This is an optimization exercise on Yosys and OpenROAD, whose aim is small area, not a production implementation.
The RTL was checked by simulation tests, not by an equivalence proof against the original design.

$ cat design/flow/design.v
`timescale 1ns / 1ps
module TimeUnitEnable(
    input clk,
	 input reset,
    output pulse
    );
	function integer Size(input integer in);
		for (Size =0 ; in >0 ; Size = Size + 1) in = in >> 1 ;
	endfunction
	parameter FREQ_CLK = 50000000 ;
	parameter FREQ_WANTED = 20000 ;
	localparam NB_TIC = FREQ_CLK/FREQ_WANTED ;  
	localparam SIZE_CPT = Size(NB_TIC) ;
	reg[SIZE_CPT-1:0] cpt ; 
	always @(posedge clk) begin
		if (reset) cpt <= 0 ;
		else if (cpt == NB_TIC - 1) cpt <= 0 ;
			else cpt <= cpt + 1 ;
	end
	assign pulse = cpt == NB_TIC - 1 ;
endmodule
`timescale 1ns / 1ps
module Button(
    input clk,
	 input reset,
	 input pressed,
    output pulse
    );
	localparam WAITING_PRESS = 0 ;
	localparam PRESS_DETECTED = 1 ;
	localparam WAITING_RELEASE = 2 ;
	reg[1:0] state ;
	always @(posedge clk) begin
		if (reset) state <= WAITING_RELEASE ;
		else case(state)
			WAITING_PRESS: if (pressed) state <= PRESS_DETECTED ;
			PRESS_DETECTED: if (~pressed) state <= WAITING_PRESS ;
								 else state <= WAITING_RELEASE ;
			WAITING_RELEASE: if (~pressed) state <= WAITING_PRESS;
			default: state <= WAITING_RELEASE ;
		endcase
	end
	assign pulse = state==PRESS_DETECTED;
endmodule
`timescale 1ns / 1ps
module Vga_module(
    input clk,
    input enable,
    input reset,
    output hSync,
    output vSync,
    output [9:0] hPos,
    output [9:0] vPos
    );
	reg signal_h;
	reg signal_v;
	reg[9:0] hPos_reg;
	reg[9:0] vPos_reg;
	reg[9:0] count;
	reg[9:0] count_lines;
	reg sh_n, sv_n;
	reg[9:0] hp_n, vp_n, c_n, cl_n;
	assign hSync = signal_h;
	assign vSync = signal_v;
	assign hPos = hPos_reg;
	assign vPos = vPos_reg;
	always @(posedge clk) begin 
		c_n = count; cl_n = count_lines; sh_n = signal_h; sv_n = signal_v;
		hp_n = hPos_reg; vp_n = vPos_reg;
		if(reset) begin
			c_n = 0;
			sh_n = 0;
			sv_n = 0;
			cl_n = 0;
			hp_n = 0;
			vp_n = 0;
		end
		else begin
			if(enable) begin
				if (c_n == 143 || c_n >= 783) hp_n = 0;
				if (c_n > 143) hp_n = hp_n + 1;
				if (c_n >= 95) sh_n = 1;
				if (c_n >= 800) begin
					sh_n = 0;
					c_n = 0;
					if (cl_n >= 30) vp_n = vp_n + 1;
					if (cl_n == 30 || cl_n >= 510) vp_n = 0;
					if (cl_n >= 1) sv_n = 1;
					if(cl_n >= 520) begin
						cl_n = 0;
						sv_n = 0;
					end
					else cl_n = cl_n + 1;
				end
				c_n = c_n + 1 ;
			end
		end
		count <= c_n;
		count_lines <= cl_n;
		signal_h <= sh_n;
		signal_v <= sv_n;
		hPos_reg <= hp_n;
		vPos_reg <= vp_n;
	end
endmodule
`timescale 1ns / 1ps
module SpaceShip(
    input clk,
    input reset,
    input left,
    input right,
    input [9:0] hPos,
    input [9:0] vPos,
    output reg [9:0] gunPosition,
    output reg [2:0] color
    );
parameter SCREEN_WIDTH = 640 ;
parameter SCREEN_HEIGHT = 480 ;
parameter SHIP_WIDTH = 61 ;  
parameter SHIP_HEIGHT = 30 ;  
parameter STEP = 20 ;  
parameter BACKGROUND = 0 ;
parameter SPACESHIP = 1 ;
parameter ALIENS0 = 2 ;
parameter ALIENS1 = 3 ;
parameter ALIENS2 = 4 ;
parameter ALIENS3 = 5 ;
parameter LASER = 6 ;
parameter NONE = 7 ;
parameter RECT_PERCENT = 15 ;  
localparam RECT_WIDTH = SHIP_WIDTH*RECT_PERCENT/100;
parameter V_OFFSET = 10 ;  
parameter H_OFFSET = 10 ;  
localparam NB_PIXELS_DOWN = SCREEN_HEIGHT - SHIP_HEIGHT - H_OFFSET;
always @(posedge clk) begin
                if (reset) begin
                                gunPosition <= SCREEN_WIDTH/2;
                                color <= BACKGROUND;
                end
    if (right && gunPosition + SHIP_WIDTH/2 < SCREEN_WIDTH - H_OFFSET) begin
                        if (SCREEN_WIDTH - H_OFFSET - gunPosition + SHIP_WIDTH/2 > STEP) begin
                                gunPosition <= gunPosition + STEP ;
                        end
                        else gunPosition <= SCREEN_WIDTH - H_OFFSET - SHIP_WIDTH/2 ;
                end
    if (left && gunPosition - SHIP_WIDTH/2 > H_OFFSET) begin
                        if (gunPosition - SHIP_WIDTH/2 - H_OFFSET > STEP) begin
                                gunPosition <= gunPosition - STEP ;
                        end
                        else gunPosition <= H_OFFSET + SHIP_WIDTH/2 ;
                end
    if (vPos>(SCREEN_HEIGHT - SHIP_HEIGHT - H_OFFSET+1) && vPos < (SCREEN_HEIGHT - H_OFFSET+1) && hPos > gunPosition - SHIP_WIDTH/2 -  RECT_WIDTH && hPos < gunPosition + SHIP_WIDTH/2+ RECT_WIDTH) begin
            if ( (hPos > gunPosition - SHIP_WIDTH/2 && hPos < gunPosition - SHIP_WIDTH/2 + RECT_WIDTH) || (hPos > gunPosition + SHIP_WIDTH/2 - RECT_WIDTH && hPos < gunPosition + SHIP_WIDTH/2) ) begin
                color <= SPACESHIP;
            end  
        else if ( (  hPos < gunPosition && hPos > (gunPosition - (vPos-NB_PIXELS_DOWN))  ) || ( hPos > gunPosition && hPos < gunPosition + (vPos-NB_PIXELS_DOWN)) ) begin
                color <= SPACESHIP;
            end
            else color <= BACKGROUND;
        end
end
endmodule
module Laser (
  input clk,
  input reset,
  input enable,
  input fire,
  input killingAlien,
  input [9:0] gunPosition,
  input [9:0] hPos,
  input [9:0] vPos,
  output reg[9:0] xLaser,
  output reg[9:0] yLaser,
  output reg[2:0] colorLaser
  );
parameter BACKGROUND = 0; 
parameter LASER = 3 ;  
parameter RADIUS = 7;
parameter SCREEN_WIDTH = 640 ;
parameter SCREEN_HEIGHT = 480 ;
parameter SHIP_WIDTH = 60 ;  
parameter SHIP_HEIGHT = 30 ;  
parameter V_OFFSET = 10 ;  
parameter STEP_MOTION = 1 ;  
reg laserAlive;
localparam RADIUS_SQUARED = RADIUS * RADIUS;
wire vgaInLaser;
assign vgaInLaser = (hPos - xLaser) * (hPos - xLaser) + (vPos - yLaser) * (vPos - yLaser) < RADIUS_SQUARED;
always @(posedge clk) begin
	if (reset) begin
		laserAlive <= 0;
		xLaser <= 0;
		yLaser <= 0;
	end
	else if (enable) begin
		if (yLaser > STEP_MOTION) begin
			yLaser <= yLaser - STEP_MOTION;
		end
		else begin
			laserAlive <= 0;
			xLaser <= 0;
			yLaser <= 0;
		end
	end
	if (laserAlive) begin
		if (killingAlien) begin
			laserAlive <= 0;
			xLaser <= 0;
			yLaser <= 0;
		end
	end
	else begin
		if (fire) begin
			laserAlive <= 1;
			xLaser <= gunPosition;
			yLaser <= SCREEN_HEIGHT - V_OFFSET - SHIP_HEIGHT - RADIUS;
		end
	end
	if (laserAlive && vgaInLaser) begin
		if (killingAlien) colorLaser <= 1;
		else colorLaser <= LASER;
	end
	else colorLaser <= BACKGROUND;
end 
endmodule
`timescale 1ns / 1ps
module ZigZagAlien(
    input clk,
    input reset,
    input enable,
    input canLeft,
    input canRight,
    output reg[1:0] Motion
    );
	parameter NO_MOTION = 0 ;
	parameter LEFT = 1 ;
	parameter RIGHT = 2 ;
	parameter DOWN = 3 ;
	reg [1:0] lastMotion;
	always @(posedge clk) begin
	  	if (reset) begin 
	  		Motion <= NO_MOTION;
		  	lastMotion <= NO_MOTION;
	  	end
	  	else begin 
		   if (enable) begin 
				case (lastMotion)
					NO_MOTION: if (canRight) begin
									 Motion <= RIGHT;
									 lastMotion <= RIGHT;
								end 
						   		else begin 
									Motion <= DOWN;
									lastMotion <= DOWN;
								end 
					RIGHT:     if (~canRight) begin 
									 Motion <= DOWN;
									 lastMotion <= DOWN;
								end
								else begin 
									Motion <= RIGHT;
									lastMotion <= RIGHT;
								end 
					DOWN:      if (canLeft) begin 
									Motion <= LEFT;
									lastMotion <= LEFT;
								end 
							    else if (canRight) begin 
									Motion <= RIGHT;
									lastMotion <= RIGHT;
								end 
								else begin 
									 Motion <= NO_MOTION;
									 lastMotion <= NO_MOTION;
								end 
					LEFT:      if (~canLeft) begin 
									Motion <= DOWN;
									lastMotion <= DOWN;
								end
								else begin 
									Motion <= LEFT;
									lastMotion <= LEFT;
								end 
				endcase
			end 
			else Motion <= NO_MOTION;
		end 
		if (enable == 0) Motion <= NO_MOTION;
	end
endmodule  
`timescale 1ns / 1ps
module AliensMotion(
    clk,reset,
    xLaser,
    yLaser,
    motion,
    hPos,
    vPos,
    killingAlien,
    canLeft,
    canRight,
    victory,
    defeat,
    xAlien,  
    yAlien,
    alive  
);
parameter NB_LIN = 2;
parameter NB_COL = 2;
parameter NB_ALIENS = NB_COL*NB_LIN;
function integer Size(input integer in);
		for (Size =0 ; in >0 ; Size = Size + 1) in = in >> 1 ;
endfunction
localparam SIZE_I = Size(NB_LIN);
localparam SIZE_J = Size(NB_COL);
parameter OFFSET_H = 10;
parameter OFFSET_V = 5 ; 
parameter ALIENS_WIDTH = 20 ;
parameter ALIENS_HEIGHT = 10;
parameter STEP_H = 20 ;  
parameter STEP_V = 10 ;
parameter STEP_H_MOTION = 20 ;
parameter STEP_V_MOTION = 1 ;
parameter SCREEN_WIDTH = 640 ;
parameter SCREEN_HEIGHT = 480;
parameter LEFT = 1;
parameter RIGHT = 2;
parameter DOWN = 3;
parameter LIMIT_BOTTOM = 40;
input clk;
input reset;
input [9:0] xLaser;
input [9:0] yLaser;
input [1:0] motion;
input [9:0] hPos;
input [9:0] vPos;
output reg killingAlien;
output reg canLeft;
output reg canRight;
output reg victory;
output reg defeat;
output reg signed [10:0] xAlien;  
output reg [9:0] yAlien;
output reg [NB_ALIENS-1:0] alive;  
reg indxLeft;  
reg indxRight;  
reg indxBottom;  
reg testBottom;  
reg signed [10:0] x;
reg [9:0] y;
reg [SIZE_I -1:0] i;
reg [SIZE_J -1:0] j;
reg [SIZE_J -1:0] k;
reg [SIZE_I -1:0] sumLeft;
reg [SIZE_I -1:0] sumRight;
reg [SIZE_I -1:0] iLeft;
reg [SIZE_I -1:0] iRight;
reg killNext;
always @(posedge clk) begin 
    if (reset) begin 
        alive <= 4294967295; 
        xAlien <= 40;  
        yAlien <= 40;   
        indxLeft <= 0;
        indxRight <= NB_COL-1;
        indxBottom = NB_LIN -1;
        testBottom = 0;
		  killNext = 0;
		  defeat <= 0;
		  victory <= 0;
    end 
    sumLeft = 0;
    sumRight = 0;
    for (iLeft = 0 ; iLeft < NB_LIN ; iLeft = iLeft +1) begin
        sumLeft = sumLeft + alive[indxLeft + iLeft*NB_COL];
    end 
    for (iRight = 0 ; iRight < NB_LIN ; iRight = iRight +1) begin
        sumRight = sumRight + alive[indxRight + iRight*NB_COL];
    end 
    if (sumLeft == 0) indxLeft <= indxLeft + 1;
    if (sumRight == 0) indxRight <= indxRight +1;
    for (k = 0 ; k < NB_COL ; k = k+1) begin 
        if (alive[indxBottom*NB_COL + k]) testBottom = 1;
    end 
    if (testBottom == 0) indxBottom = indxBottom - 1;
    victory <= (alive == 0) ? 1 : 0;
    defeat <= ((yAlien + indxBottom*STEP_V+indxBottom*ALIENS_HEIGHT + ALIENS_HEIGHT/2 > SCREEN_HEIGHT - LIMIT_BOTTOM)) ? 1 : 0;
    canLeft <= (xAlien + indxLeft*STEP_H + indxLeft*ALIENS_WIDTH - ALIENS_WIDTH/2 - STEP_V_MOTION > OFFSET_V) ? 1 : 0; 
    canRight <= (xAlien + indxRight*STEP_H + indxRight*ALIENS_WIDTH + ALIENS_WIDTH/2 + STEP_V_MOTION < SCREEN_WIDTH - OFFSET_V) ? 1 : 0;
	killNext = 0;
    for (i = 0 ; i < NB_LIN ; i=i+1) begin
        for (j = 0 ; j < NB_COL ; j=j+1) begin 
        if (alive[i*NB_COL + j]) begin 
            x = xAlien + j*STEP_H + j*ALIENS_WIDTH;
            y = yAlien + i*STEP_V + i*ALIENS_HEIGHT;
            if (yLaser > y && yLaser < y + ALIENS_HEIGHT && xLaser > x && xLaser < x + ALIENS_WIDTH) begin 
                killNext =1;
                alive[i*NB_COL + j] <= 0;
            end 
        end 
        end 
    end
    case (motion) 
        LEFT : if (canLeft && ~defeat) xAlien <= xAlien - STEP_V_MOTION;
        RIGHT : if (canRight && ~defeat) xAlien <= xAlien + STEP_V_MOTION;
        DOWN : if (~defeat) yAlien <= yAlien + STEP_H_MOTION;
    endcase
    killingAlien <= killNext;
end 
endmodule
`timescale 1ns / 1ps
module ColorAlien(
    hPos,
    vPos,
    xAlien,
    yAlien,
    alive,
    colorAlien
    );
parameter NB_LIN = 2;
parameter NB_COL = 2;
function integer Size(input integer in);
		for (Size =0 ; in >0 ; Size = Size + 1) in = in >> 1 ;
	endfunction
localparam SIZE_I = Size(NB_LIN);
localparam SIZE_J = Size(NB_COL);
input [9:0] hPos;
input [9:0] vPos;
input signed [10:0] xAlien;
input [9:0] yAlien;
input [NB_LIN*NB_COL - 1:0] alive;
output [2:0] colorAlien;
reg [SIZE_I - 1:0] i;
reg [SIZE_J - 1:0] j;
reg [2:0] couleur;
parameter ALIENS0= 2;
parameter ALIENS1= 3;
parameter ALIENS2= 4;
parameter ALIENS3= 5;
parameter ALIENS_WIDTH = 20;
parameter ALIENS_HEIGHT = 10;
always @(hPos or vPos or xAlien or yAlien or alive) begin
	couleur=0;
	for (i=0; i<NB_LIN;i=i+1) begin
		for (j=0; j<NB_COL; j=j+1) begin
			if (alive[NB_COL*i+j] && hPos < xAlien - ALIENS_WIDTH/2 +ALIENS_WIDTH*(2*j+1) && hPos > xAlien - ALIENS_WIDTH/2 + ALIENS_WIDTH*2*j
			    && vPos < yAlien - ALIENS_HEIGHT/2 + ALIENS_HEIGHT*(2*i+1) && vPos > yAlien - ALIENS_HEIGHT/2 + ALIENS_HEIGHT*2*i) begin
					case ((i*NB_COL + j)%4)
						0: couleur = ALIENS0;
						1: couleur = ALIENS1;
						2: couleur = ALIENS2;
						3: couleur = ALIENS3;
				endcase
			end
		end
	end
end
assign colorAlien= couleur;
endmodule
`timescale 1ns / 1ps
module FinalColor(
    input [2:0] colorInput,
    input [9:0] hPos,
    input [9:0] vPos,
    output [2:0] color
    );
parameter SCREEN_WIDTH = 640 ;
parameter SCREEN_HEIGHT = 480 ;
parameter NONE = 7;
reg [2:0] color_reg ;
assign color = color_reg ;
always @(*) begin
	if (hPos>SCREEN_WIDTH | vPos>SCREEN_HEIGHT) begin
			color_reg = NONE ;
	end
	else begin
		color_reg = colorInput ;
	end
end
endmodule
`timescale 1ns / 1ps
module Rgb(
    input [2:0] color,
    output [7:0] rgb
    );
	parameter BACKGROUND = 0;
	parameter SPACESHIP = 1;
	parameter ALIENS0 = 2;
	parameter ALIENS1 = 3;
	parameter ALIENS2 = 4;
	parameter ALIENS3 = 5;
	parameter LASER =6;
	parameter NONE = 7;
	reg [7:0] rgb_reg;
	assign rgb = rgb_reg ;
	always @(color) begin
		case (color)
			0 : rgb_reg = 8'b00000000 ;
			1 : rgb_reg = 8'b11100000 ;
			2 : rgb_reg = 8'b00011100 ;
			3 : rgb_reg = 8'b11111100 ;
			4 : rgb_reg = 8'b00011111 ;
			5 : rgb_reg = 8'b11100011 ;
			6 : rgb_reg = 8'b11100000 ;
			7 : rgb_reg = 8'b00000000 ;
			default : rgb_reg = 8'b00000000 ;
		endcase
end
endmodule
module SpaceInvaders (
  input clk,
  input reset,
  input btnLeftInput,
  input btnRightInput,
  input fire,
  output [7:0] rgb,
  output hSync,
  output vSync,
  output victory,
  output defeat
  );
parameter NB_LIN = 3;
parameter NB_COL = 5;
parameter NB_ALIENS = NB_LIN*NB_COL;
wire [9:0] hPos;
wire [9:0] vPos;
wire [2:0] colorSpaceship;
wire [2:0] colorLaser;
wire [2:0] colorAlien;
wire [2:0] colorOutput;
reg [2:0] colorSum;
wire btnLeftWire;
wire btnRightWire;
wire killingAlien;
wire [9:0] gunPosition;
wire [9:0] xLaser;
wire [9:0] yLaser;
wire enableVga;
wire enableZigZag;
wire enableLaser;
wire [1:0] motion;
wire canLeft;
wire canRight;
wire signed [10:0] xAlien;
wire [9:0] yAlien;
wire [NB_ALIENS-1:0] alive;
TimeUnitEnable#(.FREQ_WANTED(25000000)) timeUnitVga(.clk(clk),.reset(reset),.pulse(enableVga));
TimeUnitEnable#(.FREQ_WANTED(1000000)) timeUnitZigZag(.clk(clk),.reset(reset),.pulse(enableZigZag));
TimeUnitEnable#(.FREQ_WANTED(3000000)) timeUnitLaser(.clk(clk),.reset(reset),.pulse(enableLaser));
Button btnLeftModule(.clk(clk), .reset(reset), .pressed(btnLeftInput),
.pulse(btnLeftWire));
Button btnRightModule(.clk(clk), .reset(reset), .pressed(btnRightInput),
.pulse(btnRightWire));
SpaceShip spaceship(.clk(clk),.reset(reset),
.left(btnLeftWire),.right(btnRightWire),
.hPos(hPos),.vPos(vPos),.gunPosition(gunPosition),.color(colorSpaceship));
Laser laser(.clk(clk),.reset(reset),.enable(enableLaser),
.fire(fire),.killingAlien(killingAlien),.gunPosition(gunPosition),
.hPos(hPos),.vPos(vPos),.xLaser(xLaser),.yLaser(yLaser),
.colorLaser(colorLaser));
ZigZagAlien zigZagAlien(.clk(clk),.reset(reset),
.enable(enableZigZag),.canLeft(canLeft),.canRight(canRight),
.Motion(motion));
AliensMotion#(.NB_LIN(NB_LIN),.NB_COL(NB_COL)) aliensMotion(
  .clk(clk), .reset(reset), .xLaser(xLaser), .yLaser(yLaser), 
  .motion(motion), .hPos(hPos), .vPos(vPos),
  .killingAlien(killingAlien), .canLeft(canLeft), .canRight(canRight),
  .victory(victory), .defeat(defeat),
  .xAlien(xAlien), .yAlien(yAlien), .alive(alive));
ColorAlien#(.NB_LIN(NB_LIN),.NB_COL(NB_COL)) colorAlienUnit(.hPos(hPos),.vPos(vPos),.xAlien(xAlien),
.yAlien(yAlien),.alive(alive),.colorAlien(colorAlien));
Vga_module vga(.clk(clk),.enable(enableVga),.reset(reset),.hPos(hPos),
.vPos(vPos),.hSync(hSync),.vSync(vSync));
FinalColor finalcolor(.colorInput(colorSum),.hPos(hPos),
.vPos(vPos),.color(colorOutput));
Rgb rgbUnit(.color(colorOutput),.rgb(rgb));
always @(posedge clk) begin
	colorSum <= colorAlien + colorLaser + colorSpaceship;
end
endmodule  
$ cat design/flow/run.sh
#!/bin/bash
# synth_recipe.tcl (not shown) runs the flow's synth.tcl, then flattens the netlist and writes it again
# the make line also repeats each setting of config.mk as NAME=value (left out here)
make -C /OpenROAD-flow-scripts/flow DESIGN_CONFIG=/design/flow/config.mk WORK_HOME=/design/flow/orfs CLKGATE_MAP_FILE= SYNTH_SCRIPT=/design/flow/synth_recipe.tcl finish
$ cat design/flow/config.mk
export PLATFORM = sky130hd
export DESIGN_NAME = SpaceInvaders
export DESIGN_NICKNAME = SpaceInvaders
export VERILOG_FILES = /design/flow/design.v
export SDC_FILE = /design/flow/constraint.sdc
export NUM_CORES = 4
export LEC_CHECK = 0
export CAP_MARGIN = 20
export CORE_MARGIN = 2
export CORE_UTILIZATION = 40
export SLEW_MARGIN = 20
$ cat design/flow/constraint.sdc
create_clock -name core_clock -period 20.0 [get_ports {clk}]
set_input_delay 4.0000 -clock core_clock [delete_from_list [all_inputs] [get_ports {clk}]]
set_output_delay 4.0000 -clock core_clock [all_outputs]
set_load 0.01 [all_outputs]
==> summary.txt <==
- The multi-input logic area is 35600 um^2.
- The number of antenna-violating nets in the routed design is 0.
- The initial antenna violation count is 0.
- The number of buffers inserted during clock tree synthesis is 17.
- After detailed routing, the average wire length per cell comes to 18.7 um.
- The worst register-to-register path ends at laser.colorLaser[1]$_SDFF_PN0_.
- The leading cell type in the layout, fill and taps excluded is inv_1.
- Synthesis inferred 143 register bits.
- The total die area is about 110000 um^2.
- The number of violations of the max-capacitance limit is 0.
- Counting flops with a built-in enable in the synthesized netlist gives 13.
- The Yosys step of the flow raised 13 warnings.
- The count of buffers inserted at the top-level ports is 16.
- The via count of the first global-routing pass came to 34400.
- The launching element type of the critical path is a flip-flop.
- After synthesis, the mean cell area works out to roughly 8.6 um^2.
- The deepest level of the CTS H-tree is 4.
- The run finished with no timing, DRC or antenna violations.
- The endpoint with the worst hold slack is timeUnitVga.cpt[0]$_SDFF_PP0_.
- The detailed router finished its first iteration with between 2000 and 2500 violations.
- Among all flip-flop cells after synthesis, the most frequent one is dfxtp_1.
- The upper clock frequency limit is 0.0795 GHz.
- The number of inserted diodes is 0.
- STA puts the critical path data required time at about 20 ns.
- The max-slew violation count came to 0.
- The launch instance of the worst min-delay path is timeUnitVga.cpt[0]$_SDFF_PP0_.
- The final critical-path required period is 12.57 ns.
- For the pin with the worst max-slew slack, the measured transition is 1.11 ns.
- The worst slew margin relative to its limit is 25.8%.
- The register cell area after layout is approximately 3000 um^2.
- After detailed routing, the number of vias per cell comes to 5.39.
- Of the available clock period, the critical path in the final layout requires 62.9%.
- After synthesis the cells add up to 42300 um^2.
- The count of cells along the worst register-to-register path is 39.
- The setup skew after layout is 0.0318 ns.
- TritonCTS built the clock tree.
- The final setup slack of the worst path is ~7.4 ns.
- In the routed design, unresolved DRC markers number 0.
- The worst setup path is of the flip-flop to flip-flop kind.
- The root buffer cell chosen for the clock tree is clkbuf_16.
- Counting flops per register, the top entry is aliensMotion.alive.
- Synthesis handed over a netlist of 4929 instances.
- The area of the core is approximately 110000 um^2.
- In the final layout, the registers with the most flip-flops are aliensMotion.alive: 15 flops, aliensMotion.xAlien: 11 flops.
- The number of iterations in the first detailed-routing pass is 5.
- The initial utilization of the core area, before any placement, comes to between 40% and 50%.
- 17 I/O pins were placed.
- Setup violations remaining at the end of the flow were counted as 0.
- The number of nets handed over by synthesis was 6260.
- The number of resized instances in the post-cts repair step is 0.
- Synthesis instantiated 97 different standard cells from the library.
- Entering global routing, the biggest net connects 59 pins.
- The final net count is 6238.
- The largest buffer count on any clock path is 2.
- Data arrives at the worst endpoint at approximately 13 ns.
- The share of layout cells above drive strength 1 is between 3 and 4%.
- The global route total overflow is 0.
- The library cells used most frequently in the layout, excluding fill and tap cells, are inv_1 (840), ha_1 (815), fa_1 (510).
- The slack of the worst reg-to-reg path is approximately 7.4 ns.
- The biggest fanout along the worst timing path is 17.
- The number of buffers added for setup after CTS is 0.
- The post-synthesis async set-or-reset flop share is 0%.
- Across all layers, the routed design uses between 30000 and 40000 vias.
- The cell repeated most along the worst path is fa_1.
- The worst setup path is captured at a flip-flop.
- The standard cell with the maximum stage delay on the critical path is fa_1.
- In this run, post-CTS hold repair placed 0 buffers.
- The placed wire-length estimate is 97.9 mm.
- The TritonCTS sink count is about 140.
- The largest delay contributor family on the critical path is adder cells.
- The die is 329 um wide.
- The clock input transition at the sequential cells of the worst setup and hold paths is ~0.08 ns.
- The flip-flop count of the largest register, all copies and words added is 15.
- The maximum cell stage delay along the critical path is 1.09 ns.
- The worst reg2reg path startpoint is vga.vPos_reg[0]$_SDFFE_PP0P_.
- The hold violation count in the final report is 0.
- The worst hold path belongs to the class flip-flop to flip-flop.
- The global-route wire length before repair is 192 mm.
- The share of the yosys chip area belonging to registers is a little over 7%.
- The insertion delay of the later-clocked pin in the worst-skew pair is 0.50 ns.
- Setup repair after global routing left no endpoint under its margin.
- Along the worst hold path, the cell count comes to 1.
- The number of core rows is 119.
- The overall routing resource usage is 22.4%.
- The signed area change from the synthesized netlist to the final layout is 5.87%.
- The total negative slack for setup checks is 0 ns.
- The final weighted congestion in routability-driven placement is 0.926.
- The final layout contains routed wiring with a total length of 118 mm.
- The worst setup slack before clock tree synthesis is approximately 7.4 ns.
- The die boundary height is between 300 and 400 um.
- The critical path contains buffers and inverters numbering 10 combined.
- The layout has 10600 filler cells.
-- routing by layer --
| metal | part of all wire (%) | wire [um] | track usage [%] | vias up |
|---|---|---|---|---|
| met5 | 0 | 0 | 0 | - |
| met2 | 47 | 55500 | 37.3 | 701 |
| met1 | 46 | 54700 | 31.0 | 16600 |
| met4 | 2.2 | 2630 | 5.67 | 0 |
| li1 | - | - | - | 16500 |
| met3 | 4.3 | 5060 | 2.35 | 135 |
-- logic make-up (layout without fill, tap and decap cells) --
group / Yosys count / after routing / share of synthesized area, %
simple gates: 1233 / 1233 / 14.4
mux: 18 / 18 / 0.456
fa+ha+maj: 1326 / 1326 / 48.3
flops: 143 / 143 / 7.08
xor+xnor: 367 / 367 / 7.60
buf+inv: 982 / 973 / 8.89
compound gates: 860 / 860 / 13.2
-- synth_stat cells, drive strengths merged, types with 10 or more instances --
master / n / area share (%)
ha: 815 / 24
a221oi: 13 / 0.28
a21oi: 236 / 2.8
o21bai: 34 / 0.60
o21a: 30 / 0.53
nand3b: 12 / 0.21
a211oi: 18 / 0.32
dfxtp: 130 / 6.2
o211ai: 20 / 0.36
clkbuf: 98 / 0.87
or4: 17 / 0.31
o2111ai: 14 / 0.29
a2111oi: 14 / 0.29
nand4: 52 / 0.77
nor4: 49 / 0.74
nor4b: 18 / 0.37
o31ai: 13 / 0.23
a31o: 11 / 0.23
a211o: 10 / 0.21
o22ai: 29 / 0.43
a31oi: 43 / 0.64
nand2: 325 / 2.9
nor2: 325 / 2.9
xor2: 97 / 2.0
xnor2: 270 / 5.6
fa: 511 / 24
inv: 853 / 7.6
nand3: 87 / 1.0
a21boi: 11 / 0.20
edfxtp: 13 / 0.92
o21ai: 184 / 2.2
and3: 20 / 0.30
nor3: 103 / 1.2
a21o: 74 / 1.3
nor2b: 43 / 0.64
buf: 24 / 0.35
nand4b: 17 / 0.35
nand2b: 68 / 1.0
or2: 19 / 0.28
or3: 21 / 0.32
mux2: 10 / 0.27
and2: 26 / 0.38
-- how the worst max path moves through the flow --
stage | end | slack (ns) | from | cells after the start
finish | laser.colorLaser[1]$_SDFF_PN0_ | 7.43 | vga.vPos_reg[0]$_SDFFE_PP0P_ | 39
global route | laser.colorLaser[1]$_SDFF_PN0_ | 6.52 | vga.vPos_reg[0]$_SDFFE_PP0P_ | 39
CTS | laser.colorLaser[1]$_SDFF_PN0_ | 7.42 | vga.vPos_reg[0]$_SDFFE_PP0P_ | 39
detailed placement | laser.colorLaser[1]$_SDFF_PN0_ | 7.43 | vga.vPos_reg[0]$_SDFFE_PP0P_ | 39
global placement | laser.colorLaser[1]$_SDFF_PN0_ | 7.65 | vga.vPos_reg[0]$_SDFFE_PP0P_ | 39
floorplan | laser.colorLaser[1]$_SDFF_PN0_ | 8.58 | vga.vPos_reg[0]$_SDFFE_PP0P_ | 42
-- stage by stage --
| step | area (um^2) | cells | hold WS [ns] | utilization, % |
|---|---|---|---|---|
| finish | 44800 | 6311 | 0.428 | 42.6 |
| global route | 44800 | 6311 | 0.461 | 42.6 |
| CTS | 44700 | 6311 | 0.433 | 42.6 |
| detailed placement | 44200 | 6279 | 0.421 | 42.0 |
| global placement | 44200 | 6279 | 0.418 | 42.0 |
| floorplan | 42300 | 4929 | 0.398 | - |
-- layout make-up --
class / instances / area share (%)
tap: 1391 / 3.89
timing repair buffer: 81 / 1.44
inverter: 860 / 7.25
clock buffer: 18 / 0.959
sequential: 143 / 6.69
multi-input combinational: 3804 / 79.4
clock inverter: 14 / 0.336

==> separate check: timing with driven ports <==
How much do the figures lean on ideal ports? The routed layout below was timed once more, with nothing changed but the port constraints. Step 1, drivers: a clkbuf_16 drives clk and a buf_2 each remaining input, both assumed. Step 2 adds t to the input delays and takes it off the output delays; t is the mean of the earliest and latest rising clock arrival at the registers after step 1. Input paths then give back, and output paths get back, about the clock's delay inside the block. a / b / c = no drivers / after step 1 / after step 2; a / b = the first two.
t, ns: 0.556
slack for setup (ns): 7.429 / 7.429 / 7.429
slew at the worst register clock pin (ns): 0.08 / 0.08
cell pins on the clock port's net: 1
After both steps this run still meets setup and hold. The setup slack of this run moves by 0.000 ns with the drivers and by 0.000 ns with both steps.
